This is an optimization exercise on Yosys and OpenROAD, whose aim is small area and a short achievable clock period, not a production implementation.
Function was not checked in any run shown here: the RTL went through the layout flow alone.

`constraint.sdc`:
```
create_clock -name core_clock -period 8.0 [get_ports {clk}]
set_input_delay 1.6000 -clock core_clock [delete_from_list [all_inputs] [get_ports {clk}]]
set_output_delay 1.6000 -clock core_clock [all_outputs]
set_load 0.01 [all_outputs]
```
`config.mk`:
```
export PLATFORM = sky130hd
export DESIGN_NAME = lab4_2
export DESIGN_NICKNAME = lab4_2
export VERILOG_FILES = /design/flow/design.v
export SDC_FILE = /design/flow/constraint.sdc
export NUM_CORES = 4
export LEC_CHECK = 0
export CAP_MARGIN = 20
export CORE_MARGIN = 2
export CORE_UTILIZATION = 40
export CTS_BUF_LIST = sky130_fd_sc_hd__clkbuf_16
export CTS_CLUSTER_DIAMETER = 100
export CTS_CLUSTER_SIZE = 22
export SETUP_SLACK_MARGIN = 3.5
export SLEW_MARGIN = 20
```
`design.v`:
```
`timescale 1ns / 1ps
module lab4_2( 
              input wire      mode,
              input wire[2:0] opCode,
              input wire[3:0] value,
              input clk,
              input reset,
              output reg[9:0] result,
              output reg cacheFull,
              output reg invalidOp,
              output reg overflow);
	reg [9:0] p1;
	reg [5:0] j;
	reg       w;
	reg [5:0] size;
	reg [3:0] offset;
	reg [2:0] ops  [0:31];
	reg [3:0] vals [0:31];
	reg [2:0] op;
	reg [3:0] v;
	reg       is_setr;	 
	wire in_ok   = ~(opCode[1] & opCode[0]);
	wire load_ok = ~mode & in_ok & ~size[5];
	always @(posedge clk) begin
		if (load_ok) begin
			ops[size[4:0]]  <= opCode;
			vals[size[4:0]] <= value;
		end
	end
	wire is_add2 = ~op[2] & op[0];
	wire is_fma  = ~op[2] & op[1];
	wire [11:0] sadd = {2'b00, result} + (is_add2 ? {2'b00, p1} : 12'd0) + {8'd0, v};
	wire [10:0] tf;
	l42_mac mac (.a(result), .b(p1), .v(v), .t(tf));
	reg big;
	integer m;
	always @(*) begin
		big = 1'b0;
		for (m = 1; m < 10; m = m + 1)
			big = big | ((|(result >> m)) & (|(p1 >> (10 - m))));
	end
	reg [3:0] popc;
	integer q;
	always @(*) begin
		popc = 4'd0;
		for (q = 0; q < 10; q = q + 1) popc = popc + result[q];
	end
	wire [9:0] brev = {result[0], result[1], result[2], result[3], result[4],
	                   result[5], result[6], result[7], result[8], result[9]};
	wire [9:0] res_new = op[2] ? (op[0] ? brev : {6'd0, popc}) :
	                     is_fma ? tf[9:0] : sadd[9:0];
	wire       ovf_new = ~op[2] & (is_fma ? (big | tf[10]) : (sadd[11] | sadd[10]));
	wire [3:0] off_new = is_setr ? v : offset;
	wire [5:0] i_new = w ? {2'b00, off_new} : j;
	wire       off_lt = size[5] | ({1'b0, off_new} < size[4:0]);
	wire       j_lt   = size[5] | (j[4:0] < size[4:0]);
	wire       f_valid = w ? off_lt : j_lt;
	wire [2:0] f_op = f_valid ? ops[i_new[4:0]]  : 3'b000;
	wire [3:0] f_v  = f_valid ? vals[i_new[4:0]] : 4'b0000;
	wire [5:0] j_new = i_new + 6'd1;
	wire       w_new = w ? ({2'b00, off_new} + 6'd1 == size) : (j + 6'd1 == size);
	wire [5:0] s_inc = size + 6'd1;
	always @(posedge clk or posedge reset) begin
		if (reset) begin
			result <= 10'd0; p1 <= 10'd0; j <= 6'd1; w <= 1'b0; size <= 6'd0; offset <= 4'd0;
			cacheFull <= 1'b0; invalidOp <= 1'b0; overflow <= 1'b0;
			op <= 3'b000; v <= 4'b0000; is_setr <= 1'b0;
		end else if (~mode) begin
			overflow <= 1'b0;
			invalidOp <= ~in_ok;
			if (in_ok) begin
				if (size[5]) cacheFull <= 1'b1;
				else begin
					size <= s_inc;
					w <= (j == s_inc);
				end
			end
			if (load_ok && j[4:0] == s_inc[4:0]) begin
				op <= opCode;
				v <= value;
				is_setr <= opCode[2] & opCode[1];
			end
		end else begin
			invalidOp <= 1'b0;
			offset <= off_new;
			j <= j_new;
			w <= w_new;
			op <= f_op;
			v <= f_v;
			is_setr <= f_op[2] & f_op[1];
			if (!is_setr) begin
				result <= res_new;
				overflow <= ovf_new;
				p1 <= result;
			end
		end
	end
endmodule
module l42_mac(input wire [9:0] a, input wire [9:0] b, input wire [3:0] v, output wire [10:0] t);
	wire [11:0] ae = {2'b00, a};
	wire [10:0] bb = {1'b0, b};
	wire one0 = ae[0] ^ 1'b0;
	wire two0 = (ae[1] & ~ae[0] & ~1'b0) | (~ae[1] & ae[0] & 1'b0);
	wire neg0 = ae[1];
	wire pp0_0 = ((one0 & bb[0]) | (two0 & 1'b0)) ^ neg0;
	wire pp0_1 = ((one0 & bb[1]) | (two0 & bb[0])) ^ neg0;
	wire pp0_2 = ((one0 & bb[2]) | (two0 & bb[1])) ^ neg0;
	wire pp0_3 = ((one0 & bb[3]) | (two0 & bb[2])) ^ neg0;
	wire pp0_4 = ((one0 & bb[4]) | (two0 & bb[3])) ^ neg0;
	wire pp0_5 = ((one0 & bb[5]) | (two0 & bb[4])) ^ neg0;
	wire pp0_6 = ((one0 & bb[6]) | (two0 & bb[5])) ^ neg0;
	wire pp0_7 = ((one0 & bb[7]) | (two0 & bb[6])) ^ neg0;
	wire pp0_8 = ((one0 & bb[8]) | (two0 & bb[7])) ^ neg0;
	wire pp0_9 = ((one0 & bb[9]) | (two0 & bb[8])) ^ neg0;
	wire pp0_10 = ((one0 & bb[10]) | (two0 & bb[9])) ^ neg0;
	wire one1 = ae[2] ^ ae[1];
	wire two1 = (ae[3] & ~ae[2] & ~ae[1]) | (~ae[3] & ae[2] & ae[1]);
	wire neg1 = ae[3];
	wire pp1_2 = ((one1 & bb[0]) | (two1 & 1'b0)) ^ neg1;
	wire pp1_3 = ((one1 & bb[1]) | (two1 & bb[0])) ^ neg1;
	wire pp1_4 = ((one1 & bb[2]) | (two1 & bb[1])) ^ neg1;
	wire pp1_5 = ((one1 & bb[3]) | (two1 & bb[2])) ^ neg1;
	wire pp1_6 = ((one1 & bb[4]) | (two1 & bb[3])) ^ neg1;
	wire pp1_7 = ((one1 & bb[5]) | (two1 & bb[4])) ^ neg1;
	wire pp1_8 = ((one1 & bb[6]) | (two1 & bb[5])) ^ neg1;
	wire pp1_9 = ((one1 & bb[7]) | (two1 & bb[6])) ^ neg1;
	wire pp1_10 = ((one1 & bb[8]) | (two1 & bb[7])) ^ neg1;
	wire one2 = ae[4] ^ ae[3];
	wire two2 = (ae[5] & ~ae[4] & ~ae[3]) | (~ae[5] & ae[4] & ae[3]);
	wire neg2 = ae[5];
	wire pp2_4 = ((one2 & bb[0]) | (two2 & 1'b0)) ^ neg2;
	wire pp2_5 = ((one2 & bb[1]) | (two2 & bb[0])) ^ neg2;
	wire pp2_6 = ((one2 & bb[2]) | (two2 & bb[1])) ^ neg2;
	wire pp2_7 = ((one2 & bb[3]) | (two2 & bb[2])) ^ neg2;
	wire pp2_8 = ((one2 & bb[4]) | (two2 & bb[3])) ^ neg2;
	wire pp2_9 = ((one2 & bb[5]) | (two2 & bb[4])) ^ neg2;
	wire pp2_10 = ((one2 & bb[6]) | (two2 & bb[5])) ^ neg2;
	wire one3 = ae[6] ^ ae[5];
	wire two3 = (ae[7] & ~ae[6] & ~ae[5]) | (~ae[7] & ae[6] & ae[5]);
	wire neg3 = ae[7];
	wire pp3_6 = ((one3 & bb[0]) | (two3 & 1'b0)) ^ neg3;
	wire pp3_7 = ((one3 & bb[1]) | (two3 & bb[0])) ^ neg3;
	wire pp3_8 = ((one3 & bb[2]) | (two3 & bb[1])) ^ neg3;
	wire pp3_9 = ((one3 & bb[3]) | (two3 & bb[2])) ^ neg3;
	wire pp3_10 = ((one3 & bb[4]) | (two3 & bb[3])) ^ neg3;
	wire one4 = ae[8] ^ ae[7];
	wire two4 = (ae[9] & ~ae[8] & ~ae[7]) | (~ae[9] & ae[8] & ae[7]);
	wire neg4 = ae[9];
	wire pp4_8 = ((one4 & bb[0]) | (two4 & 1'b0)) ^ neg4;
	wire pp4_9 = ((one4 & bb[1]) | (two4 & bb[0])) ^ neg4;
	wire pp4_10 = ((one4 & bb[2]) | (two4 & bb[1])) ^ neg4;
	wire one5 = ae[10] ^ ae[9];
	wire two5 = (ae[11] & ~ae[10] & ~ae[9]) | (~ae[11] & ae[10] & ae[9]);
	wire neg5 = ae[11];
	wire pp5_10 = ((one5 & bb[0]) | (two5 & 1'b0)) ^ neg5;
	wire s0 = pp0_6 ^ pp1_6;
	wire c0 = pp0_6 & pp1_6;
	wire s1 = pp0_7 ^ pp1_7;
	wire c1 = pp0_7 & pp1_7;
	wire s2 = pp0_8 ^ pp1_8 ^ pp2_8;
	wire c2 = (pp0_8 & pp1_8) | (pp0_8 & pp2_8) | (pp1_8 & pp2_8);
	wire s3 = pp3_8 ^ pp4_8;
	wire c3 = pp3_8 & pp4_8;
	wire s4 = pp0_9 ^ pp1_9 ^ pp2_9;
	wire c4 = (pp0_9 & pp1_9) | (pp0_9 & pp2_9) | (pp1_9 & pp2_9);
	wire s5 = pp3_9 ^ pp4_9;
	wire c5 = pp3_9 & pp4_9;
	wire s6 = pp0_10 ^ pp1_10 ^ pp2_10;
	wire c6 = (pp0_10 & pp1_10) | (pp0_10 & pp2_10) | (pp1_10 & pp2_10);
	wire s7 = pp3_10 ^ pp4_10 ^ pp5_10;
	wire c7 = (pp3_10 & pp4_10) | (pp3_10 & pp5_10) | (pp4_10 & pp5_10);
	wire s8 = pp0_2 ^ pp1_2;
	wire c8 = pp0_2 & pp1_2;
	wire s9 = pp0_3 ^ pp1_3;
	wire c9 = pp0_3 & pp1_3;
	wire s10 = pp0_4 ^ pp1_4 ^ pp2_4;
	wire c10 = (pp0_4 & pp1_4) | (pp0_4 & pp2_4) | (pp1_4 & pp2_4);
	wire s11 = pp0_5 ^ pp1_5;
	wire c11 = pp0_5 & pp1_5;
	wire s12 = s0 ^ pp2_6 ^ pp3_6;
	wire c12 = (s0 & pp2_6) | (s0 & pp3_6) | (pp2_6 & pp3_6);
	wire s13 = s1 ^ pp2_7 ^ pp3_7;
	wire c13 = (s1 & pp2_7) | (s1 & pp3_7) | (pp2_7 & pp3_7);
	wire s14 = s2 ^ s3 ^ neg4;
	wire c14 = (s2 & s3) | (s2 & neg4) | (s3 & neg4);
	wire s15 = s4 ^ s5 ^ c2;
	wire c15 = (s4 & s5) | (s4 & c2) | (s5 & c2);
	wire s16 = s6 ^ s7 ^ c4;
	wire c16 = (s6 & s7) | (s6 & c4) | (s7 & c4);
	wire s17 = pp0_0 ^ neg0;
	wire c17 = pp0_0 & neg0;
	wire s18 = pp0_1 ^ v[1];
	wire c18 = pp0_1 & v[1];
	wire s19 = s8 ^ neg1 ^ v[2];
	wire c19 = (s8 & neg1) | (s8 & v[2]) | (neg1 & v[2]);
	wire s20 = s9 ^ v[3] ^ c8;
	wire c20 = (s9 & v[3]) | (s9 & c8) | (v[3] & c8);
	wire s21 = s10 ^ neg2 ^ c9;
	wire c21 = (s10 & neg2) | (s10 & c9) | (neg2 & c9);
	wire s22 = s11 ^ pp2_5 ^ c10;
	wire c22 = (s11 & pp2_5) | (s11 & c10) | (pp2_5 & c10);
	wire s23 = s12 ^ neg3 ^ c11;
	wire c23 = (s12 & neg3) | (s12 & c11) | (neg3 & c11);
	wire s24 = s13 ^ c0 ^ c12;
	wire c24 = (s13 & c0) | (s13 & c12) | (c0 & c12);
	wire s25 = s14 ^ c1 ^ c13;
	wire c25 = (s14 & c1) | (s14 & c13) | (c1 & c13);
	wire s26 = s15 ^ c3 ^ c14;
	wire c26 = (s15 & c3) | (s15 & c14) | (c3 & c14);
	wire s27 = s16 ^ c5 ^ c15;
	wire c27 = (s16 & c5) | (s16 & c15) | (c5 & c15);
	wire [10:0] x = {s27, s26, s25, s24, s23, s22, s21, s20, s19, s18, s17};
	wire [10:0] y = {c26, c25, c24, c23, c22, c21, c20, c19, c18, c17, v[0]};
	l42_add11 add (.x(x), .y(y), .s(t));
endmodule
module l42_add11(input wire [10:0] x, input wire [10:0] y, output wire [10:0] s);
	wire [10:0] g0 = x & y;
	wire [10:0] p0 = x ^ y;
	wire g1_1 = g0[1] | (p0[1] & g0[0]);
	wire p1_1 = p0[1] & p0[0];
	wire g1_3 = g0[3] | (p0[3] & g0[2]);
	wire p1_3 = p0[3] & p0[2];
	wire g1_5 = g0[5] | (p0[5] & g0[4]);
	wire p1_5 = p0[5] & p0[4];
	wire g1_7 = g0[7] | (p0[7] & g0[6]);
	wire p1_7 = p0[7] & p0[6];
	wire g1_9 = g0[9] | (p0[9] & g0[8]);
	wire p1_9 = p0[9] & p0[8];
	wire g2_2 = g0[2] | (p0[2] & g1_1);
	wire p2_2 = p0[2] & p1_1;
	wire g2_3 = g1_3 | (p1_3 & g1_1);
	wire p2_3 = p1_3 & p1_1;
	wire g2_6 = g0[6] | (p0[6] & g1_5);
	wire p2_6 = p0[6] & p1_5;
	wire g2_7 = g1_7 | (p1_7 & g1_5);
	wire p2_7 = p1_7 & p1_5;
	wire g2_10 = g0[10] | (p0[10] & g1_9);
	wire p2_10 = p0[10] & p1_9;
	wire g3_4 = g0[4] | (p0[4] & g2_3);
	wire p3_4 = p0[4] & p2_3;
	wire g3_5 = g1_5 | (p1_5 & g2_3);
	wire p3_5 = p1_5 & p2_3;
	wire g3_6 = g2_6 | (p2_6 & g2_3);
	wire p3_6 = p2_6 & p2_3;
	wire g3_7 = g2_7 | (p2_7 & g2_3);
	wire p3_7 = p2_7 & p2_3;
	wire g4_8 = g0[8] | (p0[8] & g3_7);
	wire p4_8 = p0[8] & p3_7;
	wire g4_9 = g1_9 | (p1_9 & g3_7);
	wire p4_9 = p1_9 & p3_7;
	wire g4_10 = g2_10 | (p2_10 & g3_7);
	wire p4_10 = p2_10 & p3_7;
	assign s[0] = p0[0];
	assign s[1] = p0[1] ^ g0[0];
	assign s[2] = p0[2] ^ g1_1;
	assign s[3] = p0[3] ^ g2_2;
	assign s[4] = p0[4] ^ g2_3;
	assign s[5] = p0[5] ^ g3_4;
	assign s[6] = p0[6] ^ g3_5;
	assign s[7] = p0[7] ^ g3_6;
	assign s[8] = p0[8] ^ g3_7;
	assign s[9] = p0[9] ^ g4_8;
	assign s[10] = p0[10] ^ g4_9;
endmodule
```
`run.sh`:
```
#!/bin/bash
# synth_recipe.tcl (not shown) runs the flow's synth.tcl, then flattens the netlist and writes it again
# the make line also repeats each setting of config.mk as NAME=value (left out here)
make -C /OpenROAD-flow-scripts/flow DESIGN_CONFIG=/design/flow/config.mk WORK_HOME=/design/flow/orfs CLKGATE_MAP_FILE= SYNTH_SCRIPT=/design/flow/synth_recipe.tcl finish
```
==> results.cfg, run 1 <==
[status]
status = finished clean

[final_layout]
nets = 1375
drive_above_1_share_pct = 11.70
post-route-util_pct = 45.09
area_growth_pct = 10.70
design_area_um2 = 16550
fillers = 3320
n_antenna_cell = 0

[placement]
placed_area_um2 = 15560
gp_congestion = 0.8950
hpwl_mm = 25.18
numPortBuffers = 22

[floorplan]
die-area_um2 = 38930
rows = 70
die_x_um = 197.3
coreArea_um2 = 36700
die_y_um = 197.3
io_pins = 23
start_util_pct = 40.73

[logic_synthesis]
postSynthCellCount = 1275
synth_edf_count = 224
yosys_warnings = 1
ys_seq_area_share_pct = 53.04
synth-seq-cells = 272
synthFlopType = edfxtp_1
synth_area_um2 = 14950
synthDistinctLibCells = 75
synthArstFlopShare_pct = 17.65
synth_area_per_cell_um2 = 11.72

[setup_path]
cp_slowest_stage_delay_ns = 0.51
critPathKind = reg -> reg
crit_family = adder cells
critical-path-slowest-cell = dfrtp_4
crit_buf_inv = 6
worstPathCellList = inv_8 -> ha_4 -> buf_6 -> buf_4 -> a311oi_2 -> ha_1 -> inv_1 -> fa_1 -> inv_1 -> fa_1 -> ha_4 -> inv_1 -> a211oi_2 -> or2_4 -> fa_2 -> nand2_1 -> o31ai_1 -> a21oi_1 -> o21ai_1
cp_max_fo = 7
setup.worst_path.start_class = flop
crit_path_end_kind = flop
critPathArrivalTime_ns = 4.76
cp_common_cell = inv_1
cp.required_ns = 8.37

[sta]
slew_viol_final = 0
whs_ns = 0.4801
finalSetupViolCount = 0
grt_setup_unrepaired = yes
tns_ns = 0
tightest_slew_ns = 1.024
maxSlewHeadroom_pct = 31.76
fin_crit_sh_pct = 54.90
hold_violations = 0
clock.fmax_ghz = 0.2277
clock_skew_ns = 0.04544
final.min_clock_period_ns = 4.392

[routing]
wl_mm = 39.38
vias_per_cell = 5.797
vias = 10197
wl_per_cell_um = 22.39
route.antenna.remaining_nets = 0
firstDrtPassIters = 5
dr.first_iter.drc_count = 831
drc = 0

[global_route]
grt_use_total_pct = 20.27
antenna_found_initial = 0
grt_pass1_wl_mm = 60.15
grt_overflow = 0
grt_start_max_net_pins = 54
first_global_vias = 9854

[cts]
cts.sinks = 272
clk_latency_ns = 0.55
cts_tree = done
cts_buffers = 18
path_clk_slew_ns = 0.08
cts.path.max_buffers = 3
cts_root_buffer = clkbuf_16
cts_hold_buf = 0
htreeDepth = 1

[hold_path]
hold_class = reg -> reg

[flow_run]
cap_violations = 0
-- kinds of logic after synthesis --
logic type | Yosys count | share of synthesized area (%)
AOI/OAI and AO/OA | 277 | 12.58
xor gates and xnor gates | 59 | 3.549
adders and majority gates | 86 | 8.705
buffers and inverters | 167 | 4.779
DFF | 272 | 53.04
muxes | 103 | 8.010
and+or+nand+nor | 311 | 9.333
-- Yosys cell counts, types with 10 or more instances --
library cell | n | area share (%)
edfxtp_1 | 224 | 45
nand2_1 | 125 | 3.1
mux2i_1 | 84 | 5.6
inv_1 | 76 | 1.9
nor2_1 | 76 | 1.9
a21oi_1 | 57 | 1.9
ha_1 | 56 | 4.7
o21ai_0 | 52 | 1.7
dfrtp_1 | 47 | 7.9
clkbuf_1 | 46 | 1.2
xnor2_1 | 44 | 2.6
nand3_1 | 40 | 1.3
fa_1 | 30 | 4.0
a31oi_1 | 27 | 1.1
a211oi_1 | 18 | 0.90
buf_2 | 18 | 0.60
o211ai_1 | 17 | 0.85
a22oi_1 | 15 | 0.75
a221oi_1 | 14 | 0.82
xor2_1 | 14 | 0.82
a21o_1 | 13 | 0.65
and2_1 | 12 | 0.50
mux4_2 | 11 | 1.7
nor3_1 | 11 | 0.37
a32oi_1 | 10 | 0.59
buf_1 | 10 | 0.25
-- layout make-up --
cell class	instances	area, um2	area share [%]
well taps	468	585.6	3.539
repair buffers	70	591.8	3.577
clock inverters	14	131.4	0.7940
clock buffers	18	450.4	2.722
flip-flops and latches	272	7953	48.06
inverters	81	329.1	1.989
multi-input cells	836	6506	39.32
-- repair_timing --
item                                    in CTS  in global routing
setup buffers                               11                 22
endpoints found under the setup margin       6                  3
pin swaps                                    1                 12
resized for setup                           16                 27
-- per-layer routing --
metal  global-route usage, %  up-vias  share of wire [%]
li1                        -     4687                  -
met1                   29.00     5047                 45
met2                   32.24      382                 46
met3                   2.373       81                5.9
met4                   6.628        0                3.4
met5                       0        -                  0
-- final timing paths --
check	endpoint	slack, ns	cells after the start	start
hold / removal	cacheFull	0.48	1	cacheFull
max in group asynchronous	result[3]	5.86	3	reset
setup reg to reg	result[8]	3.61	19	result[1]
hold reg to reg	cacheFull	0.48	1	cacheFull
min in group asynchronous	j[4]	1.59	3	reset
setup / recovery	result[8]	3.61	19	result[1]
-- through the flow --
| stage | cells | setup slack, ns |
|---|---|---|
| after CTS | 1737 | 3.512 |
| final | 1759 | 3.608 |
| after global routing | 1759 | 3.374 |
| after detailed placement | 1694 | 2.753 |
| after global placement | 1694 | 2.863 |
| after floorplan | 1275 | 3.504 |
-- placed cells by master, fill, tap and decap left out, types with 27 or more instances in the layout --
master / n
xnor2_1: 43
edfxtp_1: 224
o21ai_0: 49
a31oi_1: 27
nor2_1: 76
a21oi_1: 54
nand2_1: 124
dfrtp_1: 36
fa_1: 28
mux2i_1: 84
ha_1: 49
nand3_1: 40
buf_4: 45
inv_1: 77
-- flip-flops by register name (all words and copies together) (netlist names) --
| name | count |
|---|---|
| cacheFull | 1 |
| v | 4 |
| offset | 4 |
| op | 3 |
| is_setr | 1 |
| ops | 96 |
| size | 6 |
| p1 | 10 |
| vals | 128 |
| j | 6 |
| overflow | 1 |
| result | 10 |
| w | 1 |
| invalidOp | 1 |
==> inputs of run 2 (changes only) <==
--- a/config.mk
+++ b/config.mk
@@ -15 +15,3 @@
 export SLEW_MARGIN = 20
+export SYNTH_HIERARCHICAL = 1
+export SYNTH_MINIMUM_KEEP_SIZE = 0
==> results.cfg, run 2 <==
[logic_synthesis]
synthDistinctLibCells = 76
synth_edf_count = 224
synth_top_area_share_pct = 45.37
synth_top_cell_by_area = edfxtp_1
netlist_top_cells_count = edfxtp_1, nand2_1, nor2_1
synth_area_um2 = 14830
synth-seq-cells = 272
muxShareOfSynthArea_pct = 11.29
synthFlopType = edfxtp_1
synth_fa_ha_area_share_pct = 9.098
synthArstFlopShare_pct = 17.65
yosys.area_share.simple_pct = 8.954
ys_seq_area_share_pct = 53.48
synth.top_cells.by_area = edfxtp_1, dfrtp_1, mux4_2
synth.most_common_cell = edfxtp_1
synth_xor_area_share_pct = 3.275
synth-compound-area-share_pct = 9.866
synth_area_per_cell_um2 = 12.73
postSynthCellCount = 1165
yosys_warnings = 7
synth_top_family_by_area = multiplexers

[sta]
tightest_slew_ns = 0.9066
final.min_clock_period_ns = 4.770
fin_crit_sh_pct = 59.63
maxSlewHeadroom_pct = 39.34
slew_viol_final = 0
hold_violations = 0
finalSetupViolCount = 0
whs_ns = 0.4791
clock_skew_ns = 0.02180
tns_ns = 0
grt_setup_unrepaired = yes
clock.fmax_ghz = 0.2096

[status]
status = finished clean

[cts]
cts_buffers = 16
path_clk_slew_ns = 0.09
cts_hold_buf = 0
cts_tree = done
cts_root_buffer = clkbuf_16
clk_latency_ns = 0.50
cts.path.max_buffers = 3
htreeDepth = 1
cts.sinks = 272

[floorplan]
coreArea_um2 = 36520
rows = 70
die-area_um2 = 38620
io_pins = 23
die_x_um = 196.5
die_y_um = 196.5
start_util_pct = 40.59

[setup_path]
cp-endpoint = overflow
setup.worst_path.start_class = flop
r2r.worst_path.cells = 19
rrSetupSlack_ns = 3.23
cp_max_fo = 4
critPathKind = reg -> reg
critPathArrivalTime_ns = 5.15
setup.worst_path.start = result[3]
r2r_end = overflow
timing.rr.start = result[3]
crit_path_end_kind = flop
cp.required_ns = 8.38

[final_layout]
largest_reg_flops = 128
layout_common_cells = edfxtp_1, nand2_1, nor2_1
final_common_cell = edfxtp_1
area_growth_pct = 10.28
nets = 1275
post-route-util_pct = 44.77
drive_above_1_share_pct = 15.53
fin_cells = 1659
n_antenna_cell = 0

[routing]
vias_per_cell = 5.684
dr.first_iter.drc_count = 836
wl_per_cell_um = 21.14
drc = 0
firstDrtPassIters = 5
vias = 9430
route.antenna.remaining_nets = 0
wl_mm = 35.08

[hold_path]
hold_class = reg -> reg

[global_route]
grt_pass1_wl_mm = 54.10
antenna_found_initial = 0
grt_overflow = 0
grt_start_max_net_pins = 60
first_global_vias = 9171
grt_use_total_pct = 18.22

[placement]
placedCellCount = 1606
gp_congestion = 0.8410
numPortBuffers = 22
hpwl_mm = 22.11

[flow_run]
cap_violations = 0
## run 2: changes by cell type in the layout (fill, tap and decap cells not counted), sizes merged, moves of 20 or more
cell   delta
mux2     +20
mux2i    -52
nand2    -39
mux4     +35
a31oi    -22
## run 2: cell type report
type,instances,area [um2]
Fill cell,3285,20170
Sequential cell,272,7959
Clock inverter,7,31.28
Multi-Input combinational cell,754,6417
Tap cell,468,585.6
Clock buffer,18,450.4
Inverter,72,275.3
Timing Repair Buffer,68,630.6
## run 2: worst min-delay path by stage
stage	start	to	depth (start not counted)
detailed placement	cacheFull	cacheFull	1
finish	cacheFull	cacheFull	1
global route	cacheFull	cacheFull	1
floorplan	offset[0]	offset[0]	2
CTS	cacheFull	cacheFull	1
global placement	cacheFull	cacheFull	1
## run 2: worst max-delay path, cell delays in order (launching register included)
cell,delay (ns)
dfrtp_4,0.49
buf_2,0.17
and3_1,0.15
o21ai_1,0.16
o221ai_2,0.12
fa_1,0.51
inv_1,0.05
fa_1,0.49
inv_1,0.05
fa_1,0.52
inv_1,0.07
ha_1,0.19
or3_4,0.41
nor4_4,0.17
nor3_2,0.09
a2111oi_2,0.32
o221ai_1,0.18
a211oi_2,0.28
o31a_1,0.18
a211oi_2,0.04
## run 2: logic make-up (layout without fill, tap and decap cells)
logic type | after synthesis | after routing
compound gates | 221 | 221
xor+xnor | 53 | 53
fa+ha+maj | 92 | 92
buf+inv | 139 | 165
flops | 272 | 272
mux | 106 | 106
simple gates | 282 | 282
## run 2: repair_timing
action	in CTS	in global routing
resized for setup	10	38
pin swaps	0	21
endpoints found under the setup margin	3	3
buffers inserted	7	21
hold endpoints to repair	0	0
## run 2: metal layers
layer  global-route usage [%]  vias to the layer above  part of all wire, %
met1                    25.86                     4722                   44
met3                    1.797                       54                  5.3
li1                         -                     4342                    -
met2                    30.23                      312                   48
met4                    4.658                        0                  2.6
met5                        0                        -                    0
## run 2: stage by stage
stage          worst slack, ns  cell area, um2
6_report                 3.230           16350
5_1_grt                  2.979           16350
4_1_cts                  3.135           16050
3_5_place_dp             2.569           15450
3_3_place_gp             2.690           15450
2_1_floorplan            3.344           14850
## run 2: per-module statistics from Yosys, one instance, submodules excluded
| module | times used | cells |
|---|---|---|
| l42_mac | 1 | 269 |
| lab4_2 | 1 | 844 |
| l42_add11 | 1 | 52 |
==> inputs of run 3 (changes only) <==
--- a/design.v
+++ b/design.v
@@ -49,5 +49,8 @@
 	                   result[5], result[6], result[7], result[8], result[9]};
-	wire [9:0] res_new = op[2] ? (op[0] ? brev : {6'd0, popc}) :
-	                     is_fma ? tf[9:0] : sadd[9:0];
-	wire       ovf_new = ~op[2] & (is_fma ? (big | tf[10]) : (sadd[11] | sadd[10]));
+	wire       fsel = mode & is_fma;
+	wire [9:0] oth_res = (mode & ~is_setr) ? (op[2] ? (op[0] ? brev : {6'd0, popc}) : sadd[9:0]) : result;
+	wire       oth_ovf = mode & (is_setr ? overflow : (~op[2] & (sadd[11] | sadd[10])));
+	wire [9:0] res_d;
+	wire       ovf_d;
+	l42_fin fin (.sel(fsel), .t(tf), .big(big), .o_res(oth_res), .o_ovf(oth_ovf), .res(res_d), .ovf(ovf_d));
 	wire [3:0] off_new = is_setr ? v : offset;
@@ -64,7 +67,14 @@
 		if (reset) begin
-			result <= 10'd0; p1 <= 10'd0; j <= 6'd1; w <= 1'b0; size <= 6'd0; offset <= 4'd0;
-			cacheFull <= 1'b0; invalidOp <= 1'b0; overflow <= 1'b0;
+			result <= 10'd0; overflow <= 1'b0;
+		end else begin
+			result <= res_d;
+			overflow <= ovf_d;
+		end
+	end
+	always @(posedge clk or posedge reset) begin
+		if (reset) begin
+			p1 <= 10'd0; j <= 6'd1; w <= 1'b0; size <= 6'd0; offset <= 4'd0;
+			cacheFull <= 1'b0; invalidOp <= 1'b0;
 			op <= 3'b000; v <= 4'b0000; is_setr <= 1'b0;
 		end else if (~mode) begin
-			overflow <= 1'b0;
 			invalidOp <= ~in_ok;
@@ -90,9 +100,11 @@
 			is_setr <= f_op[2] & f_op[1];
-			if (!is_setr) begin
-				result <= res_new;
-				overflow <= ovf_new;
-				p1 <= result;
-			end
+			if (!is_setr) p1 <= result;
 		end
 	end
+endmodule
+module l42_fin(input wire sel, input wire [10:0] t, input wire big,
+               input wire [9:0] o_res, input wire o_ovf,
+               output wire [9:0] res, output wire ovf);
+	assign res = sel ? t[9:0] : o_res;
+	assign ovf = sel ? (big | t[10]) : o_ovf;
 endmodule
--- a/config.mk
+++ b/config.mk
@@ -13,3 +13,3 @@
 export CTS_CLUSTER_SIZE = 22
-export SETUP_SLACK_MARGIN = 3.5
+export SETUP_SLACK_MARGIN = 4.0
 export SLEW_MARGIN = 20
==> results.cfg, run 3 <==
[status]
status = finished clean

[cts]
clk_latency_ns = 0.51
htreeDepth = 1
cts_tree = done
cts_root_buffer = clkbuf_16
path_clk_slew_ns = 0.09
cts_buffers = 18
cts.sinks = 272
cts_hold_buf = 0
cts.path.max_buffers = 3

[logic_synthesis]
synth_top_cell_by_area = edfxtp_1
synthDistinctLibCells = 74
synth_area_per_cell_um2 = 12.78
synth_top_area_share_pct = 45.10
synth-seq-cells = 272
synthFlopType = edfxtp_1
synthArstFlopShare_pct = 17.65
synth_edf_count = 224
yosys_warnings = 7
synth.most_common_cell = edfxtp_1
ys_seq_area_share_pct = 53.17
synth_area_um2 = 14910
synth.top_cells.by_area = edfxtp_1, dfrtp_1, ha_1
postSynthCellCount = 1167
netlist_top_cells_count = edfxtp_1, nand2_1, nor2_1

[placement]
hpwl_mm = 23.12
numPortBuffers = 22
gp_congestion = 0.8617

[floorplan]
coreArea_um2 = 36700
rows = 70
die-area_um2 = 38840
io_pins = 23
start_util_pct = 40.64
die_x_um = 197.1
die_y_um = 197.1

[sta]
clock.fmax_ghz = 0.2445
finalSetupViolCount = 0
grt_setup_unrepaired = yes
slew_viol_final = 0
whs_ns = 0.5208
fin_crit_sh_pct = 51.12
maxSlewHeadroom_pct = 33.06
tightest_slew_ns = 1.002
clock_skew_ns = 0.02380
final.min_clock_period_ns = 4.090
hold_violations = 0
tns_ns = 0

[final_layout]
area_growth_pct = 10.43
final_common_cell = edfxtp_1
layout_common_cells = edfxtp_1, nand2_1, inv_1
nets = 1269
n_antenna_cell = 0
fillers = 3292
drive_above_1_share_pct = 16.22
largest_reg_flops = 128

[global_route]
first_global_vias = 9166
grt_use_total_pct = 18.83
grt_start_max_net_pins = 57
antenna_found_initial = 1
grt_overflow = 0
grt_pass1_wl_mm = 56.15

[setup_path]
critPathKind = reg -> reg
critPathArrivalTime_ns = 4.48
cp_max_fo = 6
crit_path_end_kind = flop
cp.required_ns = 8.39
setup.worst_path.start_class = flop

[routing]
route.antenna.remaining_nets = 0
vias_per_cell = 5.730
vias = 9501
wl_mm = 35.85
wl_per_cell_um = 21.62
drc = 0
firstDrtPassIters = 4
dr.first_iter.drc_count = 860

[flow_run]
cap_violations = 0

[hold_path]
hold_class = reg -> reg
[run 3: cell count changes in the layout (fill, tap and decap cells not counted), sizes merged, moves of 5 or more]
| cell | previous run | this run |
|---|---|---|
| nor3 | 14 | 9 |
| mux2i | 36 | 51 |
| a21oi | 61 | 53 |
| mux4 | 46 | 35 |
| o22ai | 6 | 22 |
| mux2 | 24 | 36 |
| nor2 | 78 | 87 |
| o21ai | 55 | 45 |
| nand2 | 86 | 91 |
| buf | 46 | 38 |
| a22o | 17 | 2 |
[run 3: layer usage]
metal | vias up | part of all wire [%] | GRT usage (%)
met4 | 2 | 2.1 | 3.815
li1 | 4351 | - | -
met3 | 44 | 4.8 | 2.510
met5 | - | 0.039 | 0
met2 | 279 | 45 | 28.41
met1 | 4825 | 48 | 29.10
[run 3: timing repair]
item                                    CTS  global route
endpoints found under the setup margin    9           119
pin swaps                                 5            10
resized for setup                        26            43
gates cloned                              0             0
buffers inserted                         11            10
[run 3: final timing paths]
| kind | depth (start not counted) | endpoint | start | slack, ns |
|---|---|---|---|---|
| max in group asynchronous | 3 | result[7] | reset | 5.84 |
| worst max register to register | 15 | result[8] | result[2] | 3.91 |
| worst max-delay path | 15 | result[8] | result[2] | 3.91 |
| worst min register to register | 2 | j[0] | j[0] | 0.52 |
| min in group asynchronous | 3 | size[4] | reset | 1.61 |
| worst min-delay path | 2 | j[0] | j[0] | 0.52 |
[run 3: modules after synthesis, one instance, submodules excluded]
module | area [um2] | cells | flip-flops and latches
lab4_2 | 12530 | 837 | 272
l42_add11 | 417.9 | 52 | 0
l42_mac | 1794 | 264 | 0
l42_fin | 166.4 | 14 | 0
[run 3: area by class of cell]
class	count	area, um2	area share [%]
flip-flops and latches	272	7960	48.34
multi-input cells	761	6528	39.64
clock buffers	18	450.4	2.735
well taps	468	585.6	3.556
repair buffers	60	564.3	3.427
clock inverters	14	117.6	0.7142
inverters	65	262.8	1.596
[run 3: worst max-delay path, cell delays in order (launching register included)]
cell and delay, ns:
dfrtp_4 0.53, buf_6 0.15, maj3_2 0.32, o22ai_2 0.16, a21oi_1 0.06, ha_1 0.28, inv_1 0.05, fa_2 0.55
inv_1 0.06, fa_1 0.55, ha_4 0.19, nor2_2 0.04, and3_4 0.17, a21oi_2 0.14, fa_2 0.45, mux2_4 0.26
[run 3: through the flow]
stage	util (%)	setup WS, ns	area [um2]	cells
5_1_grt	44.88	3.716	16470	1658
2_1_floorplan	-	4.019	15000	1167
6_report	44.88	3.910	16470	1658
4_1_cts	44.28	3.938	16250	1648
3_3_place_gp	42.19	3.340	15480	1605
3_5_place_dp	42.19	3.344	15480	1605
[run 3: kinds of logic (layout without fill, tap and decap cells)]
family,Yosys count,after routing,synth area share [%]
buf+inv,134,157,4.598
fa+ha+maj,92,92,9.044
xor+xnor,52,52,3.146
flops,272,272,53.17
mux,122,122,11.91
compound gates,220,220,9.783
simple gates,275,275,8.356
==> inputs of run 4 (changes only) <==
--- a/design.v
+++ b/design.v
@@ -23,8 +23,16 @@
 	wire load_ok = ~mode & in_ok & ~size[5];
-	always @(posedge clk) begin
-		if (load_ok) begin
-			ops[size[4:0]]  <= opCode;
-			vals[size[4:0]] <= value;
-		end
-	end
+	wire [31:0] dec = 32'd1 << size[4:0];
+	wire [31:0] wen;
+	l42_wen wdec (.ld(load_ok), .dec(dec), .en(wen));
+	genvar e;
+	generate
+		for (e = 0; e < 32; e = e + 1) begin : wr
+			always @(posedge clk) begin
+				if (wen[e]) begin
+					ops[e]  <= opCode;
+					vals[e] <= value;
+				end
+			end
+		end
+	endgenerate
 	wire is_add2 = ~op[2] & op[0];
@@ -60,4 +68,12 @@
 	wire       f_valid = w ? off_lt : j_lt;
-	wire [2:0] f_op = f_valid ? ops[i_new[4:0]]  : 3'b000;
-	wire [3:0] f_v  = f_valid ? vals[i_new[4:0]] : 4'b0000;
+	wire [223:0] flat;
+	generate
+		for (e = 0; e < 32; e = e + 1) begin : rd
+			assign flat[7*e +: 7] = {ops[e], vals[e]};
+		end
+	endgenerate
+	wire [6:0] rdq;
+	l42_rd rdm (.m(flat), .idx(i_new[4:0]), .q(rdq));
+	wire [2:0] f_op = f_valid ? rdq[6:4] : 3'b000;
+	wire [3:0] f_v  = f_valid ? rdq[3:0] : 4'b0000;
 	wire [5:0] j_new = i_new + 6'd1;
@@ -103,2 +119,24 @@
 	end
+endmodule
+module l42_wen(input wire ld, input wire [31:0] dec, output wire [31:0] en);
+	assign en = dec & {32{ld}};
+endmodule
+module l42_rd(input wire [223:0] m, input wire [4:0] idx, output wire [6:0] q);
+	genvar b, g;
+	generate
+		for (b = 0; b < 7; b = b + 1) begin : rb
+			wire [7:0] l1;
+			wire [1:0] l2;
+			for (g = 0; g < 8; g = g + 1) begin : grp
+				l42_m4 m1 (.d({m[7*(4*g+3)+b], m[7*(4*g+2)+b], m[7*(4*g+1)+b], m[7*(4*g)+b]}),
+				           .s(idx[1:0]), .y(l1[g]));
+			end
+			l42_m4 m2a (.d(l1[3:0]), .s(idx[3:2]), .y(l2[0]));
+			l42_m4 m2b (.d(l1[7:4]), .s(idx[3:2]), .y(l2[1]));
+			assign q[b] = idx[4] ? l2[1] : l2[0];
+		end
+	endgenerate
+endmodule
+module l42_m4(input wire [3:0] d, input wire [1:0] s, output wire y);
+	assign y = d[s];
 endmodule
==> results.cfg, run 4 <==
[status]
status = finished clean

[final_layout]
nets = 1249
largest_reg_flops = 128
fin_cells = 1634
final_common_cell = edfxtp_1
area_growth_pct = 12.50
layout_common_cells = edfxtp_1, nand2_1, inv_1
post-route-util_pct = 45.70
design_area_um2 = 16770
n_antenna_cell = 0
fillers = 3209
drive_above_1_share_pct = 22.81

[logic_synthesis]
synth.top_cells.by_area = edfxtp_1, mux4_2, dfrtp_1
postSynthCellCount = 1113
netlist_top_cells_count = edfxtp_1, nand2_1, mux4_2
ys_seq_area_share_pct = 53.19
synth_area_per_cell_um2 = 13.39
synth_edf_count = 224
synthFlopType = edfxtp_1
synth_top_cell_by_area = edfxtp_1
yosys_warnings = 9
synth.most_common_cell = edfxtp_1
synth-seq-cells = 272
synthDistinctLibCells = 71
synthArstFlopShare_pct = 17.65
synth_area_um2 = 14910
synth_top_area_share_pct = 45.12

[placement]
placedCellCount = 1569
dpl_worst_slack_ns = 3.311
placed_area_um2 = 15670
hpwl_mm = 22.19
gp_congestion = 0.8214
numPortBuffers = 22

[cts]
cts_buffers = 16
cts.path.max_buffers = 3
cts_root_buffer = clkbuf_16
path_clk_slew_ns = 0.10
cts_hold_buf = 0
clk_latency_ns = 0.51
cts.sinks = 272
htreeDepth = 1
cts_tree = done

[setup_path]
critical-path-slowest-cell = dfrtp_4
worstPathCellList = buf_6 -> maj3_2 -> o221ai_4 -> fa_1 -> fa_2 -> xor2_1 -> xnor2_1 -> xnor3_1 -> xnor2_2 -> xor2_2 -> or3_4 -> nor4_4 -> nor3_2 -> nor2_1 -> a21oi_1
critPathKind = reg -> reg
crit_buf_inv = 1
cp.required_ns = 8.40
crit_family = adder cells
cp_slowest_stage_delay_ns = 0.53
cp_max_fo = 6
crit_path_end_kind = flop
critPathArrivalTime_ns = 4.55
setup.worst_path.start_class = flop

[sta]
hold_violations = 0
maxSlewHeadroom_pct = 39.58
slew_viol_final = 0
tns_ns = 0
final.min_clock_period_ns = 4.148
tightest_slew_ns = 0.9053
whs_ns = 0.5178
clock_skew_ns = 0.03701
fin_ws_ns = 3.852
finalSetupViolCount = 0
fin_crit_sh_pct = 51.86
clock.fmax_ghz = 0.2411
grt_setup_unrepaired = yes

[routing]
vias_per_cell = 5.547
firstDrtPassIters = 5
wl_per_cell_um = 21.12
wl_mm = 34.51
route.antenna.remaining_nets = 0
dr.first_iter.drc_count = 658
drc = 0
vias = 9064

[floorplan]
start_util_pct = 40.62
die-area_um2 = 38830
io_pins = 23
coreArea_um2 = 36700
die_y_um = 197.0
die_x_um = 197.0
rows = 70

[global_route]
grt_overflow = 0
grt_pass1_wl_mm = 53.76
first_global_vias = 8879
grt_start_max_net_pins = 58
grt_use_total_pct = 17.99
antenna_found_initial = 0

[hold_path]
hold_class = reg -> reg

[flow_run]
cap_violations = 0
## run 4: changes by cell type in the layout (fill, tap and decap cells not counted), sizes merged, moves of 16 or more
| cell | change |
|---|---|
| and2 | +33 |
| o22ai | -16 |
| nor2 | -26 |
| mux4 | +35 |
| mux2i | -30 |
| mux2 | -17 |
## run 4: Yosys stat by module (local to each module, per instance)
module     copies in the design  area (um2)  flip-flops and latches
lab4_2                        1       10600                     272
l42_mac                       1        1773                       0
l42_add11                     1       417.9                       0
l42_wen                       1       255.2                       0
l42_fin                       1       166.4                       0
l42_rd                        1       116.4                       0
l42_m4                       70       22.52                       0
## run 4: worst paths after layout
check | cells after the start | slack (ns) | end | from
setup / recovery | 15 | 3.85 | overflow | result[3]
hold / removal | 1 | 0.52 | cacheFull | cacheFull
setup reg to reg | 15 | 3.85 | overflow | result[3]
hold reg to reg | 1 | 0.52 | cacheFull | cacheFull
max in group asynchronous | 3 | 5.88 | result[7] | reset
min in group asynchronous | 3 | 1.59 | result[1] | reset
## run 4: final cells by class
cell class	instances	area, um2	area share [%]
Timing Repair Buffer	74	675.6	4.029
Sequential cell	272	7973	47.54
Inverter	71	272.8	1.627
Multi-Input combinational cell	721	6784	40.45
Clock inverter	11	53.80	0.3208
Tap cell	468	585.6	3.492
Clock buffer	17	425.4	2.537
## run 4: logic make-up (layout without fill, tap and decap cells)
family | count (synthesis) | count (layout) | share of synthesized area [%]
adder cells (fa/ha/maj) | 94 | 94 | 9.216
flip-flops | 272 | 272 | 53.19
XOR/XNOR | 51 | 51 | 3.089
buffers and inverters | 120 | 173 | 3.206
AND/OR/NAND/NOR | 288 | 288 | 9.678
multiplexers | 110 | 110 | 13.88
AO/OA/AOI/OAI | 178 | 178 | 7.739
## run 4: per-layer routing
metal	global-route usage (%)	share of wire [%]	up-vias
li1	-	-	4239
met1	25.39	45	4614
met2	30.53	50	169
met3	1.861	3.4	42
met4	3.453	1.6	0
met5	0	0	-
## run 4: timing repair
item / CTS / global route
setup endpoints to repair: 17 / 13
pin swaps: 3 / 29
gates resized for setup: 28 / 61
setup buffers: 15 / 22
==> inputs of run 5 (changes only) <==
--- a/config.mk
+++ b/config.mk
@@ -13,3 +13,3 @@
 export CTS_CLUSTER_SIZE = 22
-export SETUP_SLACK_MARGIN = 4.0
+export SETUP_SLACK_MARGIN = 4.5
 export SLEW_MARGIN = 20
==> results.cfg, run 5 <==
[floorplan]
rows = 70
io_pins = 23
coreArea_um2 = 36700
die_x_um = 197.0
die_y_um = 197.0
start_util_pct = 40.62
die-area_um2 = 38830

[final_layout]
post-route-util_pct = 45.88
largest_reg_flops = 128
final_common_cell = edfxtp_1
area_growth_pct = 12.95
layout_common_cells = edfxtp_1, nand2_1, mux4_2
fin_cells = 1637
nets = 1252
drive_above_1_share_pct = 23.95
n_antenna_cell = 0

[cts]
cts_hold_buf = 0
clk_latency_ns = 0.50
cts_tree = done
cts_buffers = 16
cts.sinks = 272
htreeDepth = 1
cts.path.max_buffers = 3
path_clk_slew_ns = 0.09
cts_root_buffer = clkbuf_16

[setup_path]
cp_slowest_stage_delay_ns = 0.56
timing.rr.start = result[2]
r2r.worst_path.cells = 18
crit_path_end_kind = flop
cp.required_ns = 8.38
crit_buf_inv = 5
critPathArrivalTime_ns = 4.35
cp_common_cell = fa_1
rrSetupSlack_ns = 4.03
setup.worst_path.start_class = flop
critical-path-slowest-cell = fa_1
worstPathCellList = clkinvlp_4 -> buf_6 -> and3_4 -> o21ai_2 -> o221ai_2 -> fa_1 -> inv_1 -> fa_1 -> inv_1 -> fa_1 -> inv_2 -> ha_2 -> a21boi_4 -> nand3_2 -> o221ai_2 -> nor3_2 -> nor2_1 -> a21oi_1
critPathKind = reg -> reg
cp-endpoint = overflow
r2r_end = overflow
cp_num_cells = 18
crit_family = adder cells
cp_max_fo = 5
setup.worst_path.start = result[2]

[sta]
clock_skew_ns = 0.008540
finalSetupViolCount = 0
fin_crit_sh_pct = 49.58
grt_setup_unrepaired = yes
slew_viol_final = 0
tightest_slew_ns = 0.9397
hold_violations = 0
tns_ns = 0
maxSlewHeadroom_pct = 37.23
clock.fmax_ghz = 0.2521
final.min_clock_period_ns = 3.966

[routing]
route.antenna.remaining_nets = 0
wl_mm = 34.01
vias_per_cell = 5.557
drc = 0
vias = 9097
dr.first_iter.drc_count = 755
wl_per_cell_um = 20.78
firstDrtPassIters = 5

[hold_path]
hold_depth = 1
hold_class = reg -> reg

[logic_synthesis]
synth.most_common_cell = edfxtp_1
postSynthCellCount = 1113
synth_top_area_share_pct = 45.12
synth_edf_count = 224
synthFlopType = edfxtp_1
synth_area_um2 = 14910
synth_top_cell_by_area = edfxtp_1
ys_seq_area_share_pct = 53.19
synthArstFlopShare_pct = 17.65
synth.top_cells.by_area = edfxtp_1, mux4_2, dfrtp_1
netlist_top_cells_count = edfxtp_1, nand2_1, mux4_2
synth-seq-cells = 272
synthDistinctLibCells = 71
synth_area_per_cell_um2 = 13.39
yosys_warnings = 9

[global_route]
grt_start_max_net_pins = 58
busiest_layer = met2
use_met3_pct = 1.639
use_met2_pct = 30.96
first_global_vias = 9100
met1_usage_pct = 24.08
grt_overflow = 0
grt_pass1_wl_mm = 53.37
antenna_found_initial = 0
grt_use_total_pct = 17.75

[placement]
hpwl_mm = 22.02
placedCellCount = 1569
gp_congestion = 0.8595
numPortBuffers = 22

[status]
status = finished clean

[flow_run]
cap_violations = 0
[run 5: how the worst min path moves through the flow]
stage / startpoint / endpoint
after floorplan: p1[1] / p1[1]
after global placement: offset[2] / offset[2]
after detailed placement: cacheFull / cacheFull
after CTS: cacheFull / cacheFull
after global routing: cacheFull / cacheFull
final: cacheFull / cacheFull
[run 5: through the flow]
step / worst slack, ns / hold slack, ns / area (um2)
after floorplan: 3.867 / 0.4772 / 15100
after global placement: 3.524 / 0.5297 / 15730
after detailed placement: 3.408 / 0.5227 / 15740
after CTS: 4.064 / 0.5466 / 16670
after global routing: 3.838 / 0.5585 / 16840
final: 4.034 / 0.5338 / 16840
[run 5: routing by layer]
layer	routed length, um	part of all wire [%]
met5	0	0
met4	686	2.0
met3	1002	2.9
met2	16990	50
met1	15330	45
[run 5: layout make-up]
class,count,area [um2]
clock inverter,11,51.30
timing repair buffer,77,752.0
tap,468,585.6
multi-input combinational,721,6787
fill,3216,19860
clock buffer,17,425.4
inverter,71,270.3
sequential,272,7966
[run 5: what timing repair did]
action,CTS,global route
endpoints found under the hold margin,0,0
resized for setup,59,26
gates cloned,0,1
endpoints found under the setup margin,248,244
buffers inserted,31,8
pin swaps,31,16
[run 5: cells by family after synthesis]
logic type | Yosys count | synth area share, %
compound gates | 178 | 7.739
xor+xnor | 51 | 3.089
mux | 110 | 13.88
flops | 272 | 53.19
buf+inv | 120 | 3.206
simple gates | 288 | 9.678
fa+ha+maj | 94 | 9.216
[run 5: Yosys stat by module (local to each module, per instance)]
module | times used | area [um2] | flip-flops and latches | cells
lab4_2 | 1 | 10600 | 272 | 670
l42_mac | 1 | 1773 | 0 | 264
l42_add11 | 1 | 417.9 | 0 | 52
l42_wen | 1 | 255.2 | 0 | 35
l42_fin | 1 | 166.4 | 0 | 14
l42_rd | 1 | 116.4 | 0 | 8
l42_m4 | 70 | 22.52 | 0 | 1
==> inputs of run 6 (changes only) <==
--- a/design.v
+++ b/design.v
@@ -154,13 +154,24 @@
 	wire neg0 = ae[1];
-	wire pp0_0 = ((one0 & bb[0]) | (two0 & 1'b0)) ^ neg0;
-	wire pp0_1 = ((one0 & bb[1]) | (two0 & bb[0])) ^ neg0;
-	wire pp0_2 = ((one0 & bb[2]) | (two0 & bb[1])) ^ neg0;
-	wire pp0_3 = ((one0 & bb[3]) | (two0 & bb[2])) ^ neg0;
-	wire pp0_4 = ((one0 & bb[4]) | (two0 & bb[3])) ^ neg0;
-	wire pp0_5 = ((one0 & bb[5]) | (two0 & bb[4])) ^ neg0;
-	wire pp0_6 = ((one0 & bb[6]) | (two0 & bb[5])) ^ neg0;
-	wire pp0_7 = ((one0 & bb[7]) | (two0 & bb[6])) ^ neg0;
-	wire pp0_8 = ((one0 & bb[8]) | (two0 & bb[7])) ^ neg0;
-	wire pp0_9 = ((one0 & bb[9]) | (two0 & bb[8])) ^ neg0;
-	wire pp0_10 = ((one0 & bb[10]) | (two0 & bb[9])) ^ neg0;
+	wire pp0_0;
+	l42_pp upp0_0 (.one(one0), .two(two0), .neg(neg0), .x1(bb[0]), .x0(1'b0), .y(pp0_0));
+	wire pp0_1;
+	l42_pp upp0_1 (.one(one0), .two(two0), .neg(neg0), .x1(bb[1]), .x0(bb[0]), .y(pp0_1));
+	wire pp0_2;
+	l42_pp upp0_2 (.one(one0), .two(two0), .neg(neg0), .x1(bb[2]), .x0(bb[1]), .y(pp0_2));
+	wire pp0_3;
+	l42_pp upp0_3 (.one(one0), .two(two0), .neg(neg0), .x1(bb[3]), .x0(bb[2]), .y(pp0_3));
+	wire pp0_4;
+	l42_pp upp0_4 (.one(one0), .two(two0), .neg(neg0), .x1(bb[4]), .x0(bb[3]), .y(pp0_4));
+	wire pp0_5;
+	l42_pp upp0_5 (.one(one0), .two(two0), .neg(neg0), .x1(bb[5]), .x0(bb[4]), .y(pp0_5));
+	wire pp0_6;
+	l42_pp upp0_6 (.one(one0), .two(two0), .neg(neg0), .x1(bb[6]), .x0(bb[5]), .y(pp0_6));
+	wire pp0_7;
+	l42_pp upp0_7 (.one(one0), .two(two0), .neg(neg0), .x1(bb[7]), .x0(bb[6]), .y(pp0_7));
+	wire pp0_8;
+	l42_pp upp0_8 (.one(one0), .two(two0), .neg(neg0), .x1(bb[8]), .x0(bb[7]), .y(pp0_8));
+	wire pp0_9;
+	l42_pp upp0_9 (.one(one0), .two(two0), .neg(neg0), .x1(bb[9]), .x0(bb[8]), .y(pp0_9));
+	wire pp0_10;
+	l42_pp upp0_10 (.one(one0), .two(two0), .neg(neg0), .x1(bb[10]), .x0(bb[9]), .y(pp0_10));
 	wire one1 = ae[2] ^ ae[1];
@@ -168,11 +179,20 @@
 	wire neg1 = ae[3];
-	wire pp1_2 = ((one1 & bb[0]) | (two1 & 1'b0)) ^ neg1;
-	wire pp1_3 = ((one1 & bb[1]) | (two1 & bb[0])) ^ neg1;
-	wire pp1_4 = ((one1 & bb[2]) | (two1 & bb[1])) ^ neg1;
-	wire pp1_5 = ((one1 & bb[3]) | (two1 & bb[2])) ^ neg1;
-	wire pp1_6 = ((one1 & bb[4]) | (two1 & bb[3])) ^ neg1;
-	wire pp1_7 = ((one1 & bb[5]) | (two1 & bb[4])) ^ neg1;
-	wire pp1_8 = ((one1 & bb[6]) | (two1 & bb[5])) ^ neg1;
-	wire pp1_9 = ((one1 & bb[7]) | (two1 & bb[6])) ^ neg1;
-	wire pp1_10 = ((one1 & bb[8]) | (two1 & bb[7])) ^ neg1;
+	wire pp1_2;
+	l42_pp upp1_2 (.one(one1), .two(two1), .neg(neg1), .x1(bb[0]), .x0(1'b0), .y(pp1_2));
+	wire pp1_3;
+	l42_pp upp1_3 (.one(one1), .two(two1), .neg(neg1), .x1(bb[1]), .x0(bb[0]), .y(pp1_3));
+	wire pp1_4;
+	l42_pp upp1_4 (.one(one1), .two(two1), .neg(neg1), .x1(bb[2]), .x0(bb[1]), .y(pp1_4));
+	wire pp1_5;
+	l42_pp upp1_5 (.one(one1), .two(two1), .neg(neg1), .x1(bb[3]), .x0(bb[2]), .y(pp1_5));
+	wire pp1_6;
+	l42_pp upp1_6 (.one(one1), .two(two1), .neg(neg1), .x1(bb[4]), .x0(bb[3]), .y(pp1_6));
+	wire pp1_7;
+	l42_pp upp1_7 (.one(one1), .two(two1), .neg(neg1), .x1(bb[5]), .x0(bb[4]), .y(pp1_7));
+	wire pp1_8;
+	l42_pp upp1_8 (.one(one1), .two(two1), .neg(neg1), .x1(bb[6]), .x0(bb[5]), .y(pp1_8));
+	wire pp1_9;
+	l42_pp upp1_9 (.one(one1), .two(two1), .neg(neg1), .x1(bb[7]), .x0(bb[6]), .y(pp1_9));
+	wire pp1_10;
+	l42_pp upp1_10 (.one(one1), .two(two1), .neg(neg1), .x1(bb[8]), .x0(bb[7]), .y(pp1_10));
 	wire one2 = ae[4] ^ ae[3];
@@ -180,9 +200,16 @@
 	wire neg2 = ae[5];
-	wire pp2_4 = ((one2 & bb[0]) | (two2 & 1'b0)) ^ neg2;
-	wire pp2_5 = ((one2 & bb[1]) | (two2 & bb[0])) ^ neg2;
-	wire pp2_6 = ((one2 & bb[2]) | (two2 & bb[1])) ^ neg2;
-	wire pp2_7 = ((one2 & bb[3]) | (two2 & bb[2])) ^ neg2;
-	wire pp2_8 = ((one2 & bb[4]) | (two2 & bb[3])) ^ neg2;
-	wire pp2_9 = ((one2 & bb[5]) | (two2 & bb[4])) ^ neg2;
-	wire pp2_10 = ((one2 & bb[6]) | (two2 & bb[5])) ^ neg2;
+	wire pp2_4;
+	l42_pp upp2_4 (.one(one2), .two(two2), .neg(neg2), .x1(bb[0]), .x0(1'b0), .y(pp2_4));
+	wire pp2_5;
+	l42_pp upp2_5 (.one(one2), .two(two2), .neg(neg2), .x1(bb[1]), .x0(bb[0]), .y(pp2_5));
+	wire pp2_6;
+	l42_pp upp2_6 (.one(one2), .two(two2), .neg(neg2), .x1(bb[2]), .x0(bb[1]), .y(pp2_6));
+	wire pp2_7;
+	l42_pp upp2_7 (.one(one2), .two(two2), .neg(neg2), .x1(bb[3]), .x0(bb[2]), .y(pp2_7));
+	wire pp2_8;
+	l42_pp upp2_8 (.one(one2), .two(two2), .neg(neg2), .x1(bb[4]), .x0(bb[3]), .y(pp2_8));
+	wire pp2_9;
+	l42_pp upp2_9 (.one(one2), .two(two2), .neg(neg2), .x1(bb[5]), .x0(bb[4]), .y(pp2_9));
+	wire pp2_10;
+	l42_pp upp2_10 (.one(one2), .two(two2), .neg(neg2), .x1(bb[6]), .x0(bb[5]), .y(pp2_10));
 	wire one3 = ae[6] ^ ae[5];
@@ -190,7 +217,12 @@
 	wire neg3 = ae[7];
-	wire pp3_6 = ((one3 & bb[0]) | (two3 & 1'b0)) ^ neg3;
-	wire pp3_7 = ((one3 & bb[1]) | (two3 & bb[0])) ^ neg3;
-	wire pp3_8 = ((one3 & bb[2]) | (two3 & bb[1])) ^ neg3;
-	wire pp3_9 = ((one3 & bb[3]) | (two3 & bb[2])) ^ neg3;
-	wire pp3_10 = ((one3 & bb[4]) | (two3 & bb[3])) ^ neg3;
+	wire pp3_6;
+	l42_pp upp3_6 (.one(one3), .two(two3), .neg(neg3), .x1(bb[0]), .x0(1'b0), .y(pp3_6));
+	wire pp3_7;
+	l42_pp upp3_7 (.one(one3), .two(two3), .neg(neg3), .x1(bb[1]), .x0(bb[0]), .y(pp3_7));
+	wire pp3_8;
+	l42_pp upp3_8 (.one(one3), .two(two3), .neg(neg3), .x1(bb[2]), .x0(bb[1]), .y(pp3_8));
+	wire pp3_9;
+	l42_pp upp3_9 (.one(one3), .two(two3), .neg(neg3), .x1(bb[3]), .x0(bb[2]), .y(pp3_9));
+	wire pp3_10;
+	l42_pp upp3_10 (.one(one3), .two(two3), .neg(neg3), .x1(bb[4]), .x0(bb[3]), .y(pp3_10));
 	wire one4 = ae[8] ^ ae[7];
@@ -198,5 +230,8 @@
 	wire neg4 = ae[9];
-	wire pp4_8 = ((one4 & bb[0]) | (two4 & 1'b0)) ^ neg4;
-	wire pp4_9 = ((one4 & bb[1]) | (two4 & bb[0])) ^ neg4;
-	wire pp4_10 = ((one4 & bb[2]) | (two4 & bb[1])) ^ neg4;
+	wire pp4_8;
+	l42_pp upp4_8 (.one(one4), .two(two4), .neg(neg4), .x1(bb[0]), .x0(1'b0), .y(pp4_8));
+	wire pp4_9;
+	l42_pp upp4_9 (.one(one4), .two(two4), .neg(neg4), .x1(bb[1]), .x0(bb[0]), .y(pp4_9));
+	wire pp4_10;
+	l42_pp upp4_10 (.one(one4), .two(two4), .neg(neg4), .x1(bb[2]), .x0(bb[1]), .y(pp4_10));
 	wire one5 = ae[10] ^ ae[9];
@@ -204,3 +239,4 @@
 	wire neg5 = ae[11];
-	wire pp5_10 = ((one5 & bb[0]) | (two5 & 1'b0)) ^ neg5;
+	wire pp5_10;
+	l42_pp upp5_10 (.one(one5), .two(two5), .neg(neg5), .x1(bb[0]), .x0(1'b0), .y(pp5_10));
 	wire s0 = pp0_6 ^ pp1_6;
@@ -314 +350,4 @@
 endmodule
+module l42_pp(input wire one, input wire two, input wire neg, input wire x1, input wire x0, output wire y);
+	assign y = ((one & x1) | (two & x0)) ^ neg;
+endmodule
--- a/config.mk
+++ b/config.mk
@@ -13,3 +13,3 @@
 export CTS_CLUSTER_SIZE = 22
-export SETUP_SLACK_MARGIN = 4.5
+export SETUP_SLACK_MARGIN = 4.0
 export SLEW_MARGIN = 20
==> results.cfg, run 6 <==
[logic_synthesis]
synth.most_common_cell = edfxtp_1
synth_top_area_share_pct = 45.92
synthArstFlopShare_pct = 17.65
synth_area_per_cell_um2 = 14.63
ys_seq_area_share_pct = 54.13
postSynthCellCount = 1001
netlist_top_cells_count = edfxtp_1, inv_1, mux4_2
synth_top_cell_by_area = edfxtp_1
synth_edf_count = 224
synth-seq-cells = 272
synth_area_um2 = 14650
synthFlopType = edfxtp_1
synthDistinctLibCells = 64
synth.top_cells.by_area = edfxtp_1, mux4_2, dfrtp_1
yosys_warnings = 9

[setup_path]
cp.required_ns = 8.40
setup.worst_path.start_class = flop
setup.worst_path.start = result[1]
cp_max_fo = 6
timing.rr.start = result[1]
critPathArrivalTime_ns = 4.57
critPathKind = reg -> reg
rrSetupSlack_ns = 3.83
crit_path_end_kind = flop
r2r.worst_path.cells = 15
r2r_end = result[8]

[final_layout]
nets = 1165
final_common_cell = edfxtp_1
fillers = 3193
drive_above_1_share_pct = 26.80
area_growth_pct = 13.20
design_area_um2 = 16580
largest_reg_flops = 128
n_antenna_cell = 0
layout_common_cells = edfxtp_1, inv_1, mux4_2

[cts]
cts_root_buffer = clkbuf_16
cts_buffers = 16
path_clk_slew_ns = 0.10
cts.path.max_buffers = 3
htreeDepth = 1
clk_latency_ns = 0.52
cts.sinks = 272
cts_tree = done

[routing]
vias = 8416
wl_per_cell_um = 21.37
dr.first_iter.drc_count = 543
drc = 0
wl_mm = 33.13
firstDrtPassIters = 5
route.antenna.remaining_nets = 0
vias_per_cell = 5.430

[global_route]
grt_start_max_net_pins = 60
grt_use_total_pct = 17.65
first_global_vias = 8547
antenna_found_initial = 0
grt_overflow = 0
grt_pass1_wl_mm = 51.92

[placement]
numPortBuffers = 22
hpwl_mm = 21.17
gp_congestion = 0.7975
placed_area_um2 = 15600
dpl_worst_slack_ns = 3.225

[sta]
finalSetupViolCount = 0
slew_viol_final = 0
hold_violations = 0
maxSlewHeadroom_pct = 37.83
whs_ns = 0.5319
clock_skew_ns = 0.02406
clock.fmax_ghz = 0.2396
fin_ws_ns = 3.826
final.min_clock_period_ns = 4.174
tightest_slew_ns = 0.9305
fin_crit_sh_pct = 52.17
tns_ns = 0
grt_setup_unrepaired = yes

[floorplan]
start_util_pct = 40.30
die-area_um2 = 38170
die_y_um = 195.4
die_x_um = 195.4
rows = 70
coreArea_um2 = 36350
io_pins = 23

[hold_path]
hold_depth = 2
min_to = j[0]
hold_class = reg -> reg
min-delay-start = j[0]

[status]
status = finished clean

[flow_run]
cap_violations = 0
## run 6: final cells by class
cell class,instances,area [um2],area share (%)
inverter,72,272.8,1.645
multi-input combinational,640,6650,40.10
tap,468,585.6,3.531
clock buffer,16,400.4,2.415
sequential,272,7955,47.97
timing repair buffer,70,651.9,3.931
clock inverter,12,66.31,0.3999
## run 6: kinds of logic (layout without fill, tap and decap cells)
logic type	Yosys count	count (layout)	synth area share, %
buf+inv	97	170	2.725
flops	272	272	54.13
mux	109	109	14.07
fa+ha+maj	83	83	8.627
simple gates	210	210	7.414
other cells	1	9	0.02560
compound gates	149	149	8.046
xor+xnor	80	80	4.971
## run 6: modules after synthesis, one instance, submodules excluded, a selection
module / cells inside / area (um2) / flip-flops and latches / times used
l42_mac: 75 / 699.4 / 0 / 1
l42_add11: 52 / 417.9 / 0 / 1
l42_wen: 35 / 255.2 / 0 / 1
l42_fin: 14 / 166.4 / 0 / 1
l42_m4: 1 / 22.52 / 0 / 70
l42_pp: 2 / 21.27 / 0 / 36
## run 6: worst max-delay path, cell delays in order, from the launching register on
cell and delay (ns):
dfrtp_4 0.53, or3_4 0.35, o21ai_4 0.12, buf_4 0.17, buf_6 0.10, a22oi_2 0.07, xnor2_2 0.18, fa_1 0.50
fa_1 0.44, ha_1 0.31, o211ai_2 0.07, a21o_1 0.19, and3_4 0.17, a21oi_4 0.11, fa_2 0.49, mux2_4 0.27
## run 6: per-layer routing
| metal | part of all wire (%) | up-vias | GRT usage (%) |
|---|---|---|---|
| li1 | - | 3899 | - |
| met2 | 49 | 149 | 29.78 |
| met3 | 3.4 | 26 | 1.623 |
| met5 | 0 | - | 0 |
| met4 | 1.5 | 0 | 2.827 |
| met1 | 46 | 4342 | 25.41 |
## run 6: how the worst max path moves through the flow
stage	end	cells after the start
after floorplan	overflow	16
after global placement	is_setr	7
after detailed placement	op[1]	7
after CTS	overflow	14
after global routing	overflow	17
final	result[8]	15
## run 6: repair_timing
item / 4_1_cts / 5_1_grt
setup buffers: 23 / 10
endpoints found under the setup margin: 16 / 13
pin swaps: 9 / 16
gates resized for setup: 25 / 25
hold buffers: 0 / 0
## run 6: stage by stage
stage / std cells / util, %
after floorplan: 1009 / -
after global placement: 1489 / 42.92
after detailed placement: 1489 / 42.92
after CTS: 1540 / 45.08
after global routing: 1550 / 45.62
final: 1550 / 45.62

## port drivers added, routing unchanged
The flow's constraints put no driver on any port. The routed layouts listed below were extracted and timed again, unchanged, in two steps.
Step 1 (the two cells are an assumption about what drives the block):
set clk [get_ports {clk}]
set_driving_cell -lib_cell sky130_fd_sc_hd__clkbuf_16 $clk
set_driving_cell -lib_cell sky130_fd_sc_hd__buf_2 [delete_from_list [all_inputs] $clk]
Step 2 moves the port delays by t, midway between the first and last clock arrival at a register: inputs arrive t later, outputs are due t later. That takes back most of the time a late clock gives input paths.
Three values: ideal, step 1, step 2; two values: the first two.
| run | t (ns) | slack for setup (ns) | worst slew at a driven data input, ns |
|---|---|---|---|
| run 1 | 0.580 | 3.608 / 3.608 / 3.312 | 0.03 |
| run 2 | 0.542 | 3.230 / 3.230 / 3.230 | 0.03 |
| run 3 | 0.553 | 3.910 / 3.910 / 3.500 | 0.04 |
| run 4 | 0.540 | 3.852 / 3.852 / 3.852 | 0.04 |
| run 5 | 0.542 | 4.034 / 4.034 / 4.034 | 0.03 |
| run 6 | 0.555 | 3.826 / 3.826 / 3.826 | 0.03 |
After both steps every run listed still meets setup and hold. The setup slack of run 3, which loses most, moves by 0.000 ns with the drivers and by -0.410 ns with both steps.
